Background: an optimization exercise with open tools, aiming at small area and a short achievable clock period. Do not read the settings as production practice. RTL that was checked went through simulation tests only; none was proved equivalent to the original. No driver is modelled on the clock port, so clock power and skew are understated where the tree is cut down; a real chip needs a root buffer or a tree.

Design FPM_final, start of the top module:
module FPM_final (
input clk,
input rst,
input [31 : 0] in1,
input [31 : 0] in2,
output [31 : 0] OUT
);
Size: about 97 flip-flops, about 98 I/O pins, roughly 16000 sq um of cells after synthesis.
Settings: LEC_CHECK=0, ABC_AREA=1, CAP_MARGIN=20, CORE_MARGIN=2, CORE_UTILIZATION=40, SLEW_MARGIN=20; clock period 45.0 ns.
run.sh (not shown) runs the stock make flow with config.mk's settings and CLKGATE_MAP_FILE= SYNTH_SCRIPT=/design/flow/synth_recipe.tcl, a recipe that flattens the netlist after the stock synthesis.
==> next run, changes <==
==> flow/flow/run.sh (new file) <==
#!/bin/bash
# The standard layout, with plain buffers (buf_2) as the port buffers instead of
# the delay buffers buffer_ports picks by default.
set -euo pipefail
export BUFFER_PORTS_ARGS="-buffer_cell sky130_fd_sc_hd__buf_2"
bash standard.sh > standard_flow.log 2>&1
==> flow/standard.sh (new file) <==
#!/bin/bash
# synth_recipe.tcl (not shown) runs the flow's synth.tcl, then flattens the netlist and writes it again
# the make line also repeats each setting of config.mk as NAME=value (left out here)
make -C /OpenROAD-flow-scripts/flow DESIGN_CONFIG=/design/flow/config.mk WORK_HOME=/design/flow/orfs CLKGATE_MAP_FILE= SYNTH_SCRIPT=/design/flow/synth_recipe.tcl "${@:-finish}"
removed: flow/run.sh
Non-clock buffer count goes up by 2.
Final cell count is about the same.
Cell area falls by 2.8%.
Global-route usage shrinks by 0.25 points.
Routed wire length fell by 0.77%.
Via count decreases by 0.56%.
Setup slack gets better by 0.41 ns.
Core utilization fell by 1.2 points.
Clock-buffer cell count decreases by 1.
Function was not checked in any run of this note: the RTL went through the layout flow alone.

* * *

FPM_final, a different RTL version from the one above (not shown whole).
For scale: about 1600 cells after synthesis, ~98 I/O pins.
export LEC_CHECK = 0
export ABC_AREA = 1
export CAP_MARGIN = 0
export CORE_MARGIN = 2
export CORE_UTILIZATION = 60
export SLEW_MARGIN = 0
export SYNTH_HIERARCHICAL = 1
export SYNTH_MINIMUM_KEEP_SIZE = 0
create_clock -name core_clock -period 45.0 [get_ports {clk}]
standard.sh (not shown) runs the stock make flow with config.mk's settings and CLKGATE_MAP_FILE= SYNTH_SCRIPT=/design/flow/synth_recipe.tcl, a recipe that flattens the netlist after the stock synthesis.
==> flow/flow/run.sh <==
#!/bin/bash
# The standard layout, with two changes:
#  * buffer_ports uses buf_1 as the port buffer (not the delay buffer it picks
#    by default); flow/post_cts.tcl later makes the output buffers buf_2 and
#    the rst buffer buf_4;
#  * after CTS, flow/post_cts.tcl replaces the clock tree with a shallow
#    balanced tree of clkbuf_16 (one level of four buffers when the clock-pin
#    slew allows it, else two levels).
set -euo pipefail
export BUFFER_PORTS_ARGS="-buffer_cell sky130_fd_sc_hd__buf_1"
export POST_CTS_TCL="$PWD/flow/post_cts.tcl"
bash standard.sh > standard_flow.log 2>&1
Other scripts of this flow, unchanged in this note and not shown: flow/flow/post_cts.tcl
The first run passed the timing, design-rule and antenna checks.
Change:
CAP_MARGIN = 20   (was 0)
SLEW_MARGIN = 20   (was 0)
Effect:
- The new run completed with no timing, DRC or antenna violations
- worst setup slack stays flat
- global-route usage stays the same
- hold slack barely changes
No run of this note included a check of the RTL's function; only the layout flow was run. In every run of this note, the design's own scripts or RTL, not TritonCTS, make the clock network.

--- another note on this design; it stands on its own ---

==> 09-10: inputs <==
==> flow/design.v (excerpt) <==
module FPM_final (
input clk,
input rst,
input [31 : 0] in1,
input [31 : 0] in2,
output [31 : 0] OUT
);
==> flow/config.mk <==
export PLATFORM = sky130hd
export DESIGN_NAME = FPM_final
export DESIGN_NICKNAME = FPM_final
export VERILOG_FILES = /design/flow/design.v
export SDC_FILE = /design/flow/constraint.sdc
export NUM_CORES = 4
export LEC_CHECK = 0
export ABC_AREA = 1
export CAP_MARGIN = 20
export CORE_MARGIN = 2
export CORE_UTILIZATION = 60
export SLEW_MARGIN = 20
export SYNTH_HIERARCHICAL = 1
export SYNTH_MINIMUM_KEEP_SIZE = 0
==> flow/constraint.sdc <==
create_clock -name core_clock -period 45.0 [get_ports {clk}]
set_input_delay 9.0000 -clock core_clock [delete_from_list [all_inputs] [get_ports {clk}]]
set_output_delay 9.0000 -clock core_clock [all_outputs]
set_load 0.01 [all_outputs]
standard.sh (not shown) runs the stock make flow with config.mk's settings and CLKGATE_MAP_FILE= SYNTH_SCRIPT=/design/flow/synth_recipe.tcl, a recipe that flattens the netlist after the stock synthesis.
==> flow/flow/run.sh <==
#!/bin/bash
# The standard layout, with two changes:
#  * buffer_ports uses buf_1 as the port buffer (not the delay buffer it picks
#    by default); flow/post_cts.tcl later makes the output buffers buf_2 and
#    the rst buffer buf_4;
#  * after CTS, flow/post_cts.tcl replaces the clock tree with a shallow
#    balanced tree of clkbuf_16 (one level of four buffers when the clock-pin
#    slew allows it, else two levels).
set -euo pipefail
export BUFFER_PORTS_ARGS="-buffer_cell sky130_fd_sc_hd__buf_1"
export MATCH_CELL_FOOTPRINT=0
export POST_CTS_TCL="$PWD/flow/post_cts.tcl"
bash standard.sh > standard_flow.log 2>&1
Other scripts of this flow, unchanged in this note and not shown: flow/flow/post_cts.tcl
==> 12-19: changes against 09-10 <==
--- a/flow/flow/run.sh
+++ b/flow/flow/run.sh
@@ -10,3 +10,2 @@
 export BUFFER_PORTS_ARGS="-buffer_cell sky130_fd_sc_hd__buf_1"
-export MATCH_CELL_FOOTPRINT=0
 export POST_CTS_TCL="$PWD/flow/post_cts.tcl"
--- a/flow/config.mk
+++ b/flow/config.mk
@@ -10,3 +10,3 @@
 export CORE_MARGIN = 2
-export CORE_UTILIZATION = 60
+export CORE_UTILIZATION = 72
 export SLEW_MARGIN = 20
==> 10-09: changes against 09-10 <==
--- a/flow/flow/run.sh
+++ b/flow/flow/run.sh
@@ -10,3 +10,2 @@
 export BUFFER_PORTS_ARGS="-buffer_cell sky130_fd_sc_hd__buf_1"
-export MATCH_CELL_FOOTPRINT=0
 export POST_CTS_TCL="$PWD/flow/post_cts.tcl"
--- a/flow/config.mk
+++ b/flow/config.mk
@@ -11,2 +11,3 @@
 export CORE_UTILIZATION = 60
+export GPL_TIMING_DRIVEN = 0
 export SLEW_MARGIN = 20
==> summary.txt <==
Synthesized area is the same in 12-19 and 09-10.
Register-to-register slack: 10-09 < 12-19 < 09-10.
Core utilization: 09-10 < 10-09 < 12-19.
Hold slack: 09-10 > 12-19 > 10-09.
Against 10-09, the sequential share of layout area of 12-19 is higher by 0.27 points.
Between 12-19 and 09-10, the lower routed wire length is in 12-19 (gap 0.44%, measured against 09-10).
No run of this note takes its clock network from TritonCTS; it comes from the design's own scripts or RTL.

-- what the ideal ports hide --
In the flow no input, the clock included, has a driving cell. The finished layouts below were timed again as built, in two steps. Step 1 (the two cells are an assumption about what drives the block):
set clk [get_ports {clk}]
set_driving_cell -lib_cell sky130_fd_sc_hd__clkbuf_16 $clk
set_driving_cell -lib_cell sky130_fd_sc_hd__buf_2 [delete_from_list [all_inputs] $clk]
Step 2 adds t to the input delays and takes it off the output delays; t is the mean of the earliest and latest rising clock arrival at the registers after step 1. Input paths then give back, and output paths get back, about the clock's delay inside the block. Slacks: ideal ports / drivers / drivers and shift; pairs: ideal ports / drivers.
run | shift t [ns] | slack for setup (ns) | worst register clock-pin slew, ns | pins driven straight from the clock port
the first run of note 1 | 0.432 | 34.732 / 34.679 / 34.601 | 0.08 / 0.08 | 1
the second run of note 1 | 0.437 | 35.142 / 35.089 / 34.931 | 0.09 / 0.09 | 1
the first run of note 2 | 0.264 | 35.382 / 35.274 / 35.322 | 0.11 / 0.11 | 4
the second run of note 2 | 0.264 | 35.382 / 35.274 / 35.320 | 0.11 / 0.11 | 4
09-10 | 0.259 | 35.397 / 35.301 / 35.347 | 0.11 / 0.11 | 4
12-19 | 0.258 | 35.321 / 35.220 / 35.365 | 0.11 / 0.11 | 4
10-09 | 0.265 | 35.355 / 35.247 / 35.491 | 0.12 / 0.12 | 4
After both steps setup and hold are still met in every run listed. For the second run of note 1, which loses most, drivers alone change the setup slack by -0.053 ns; drivers and shift together by -0.211 ns.
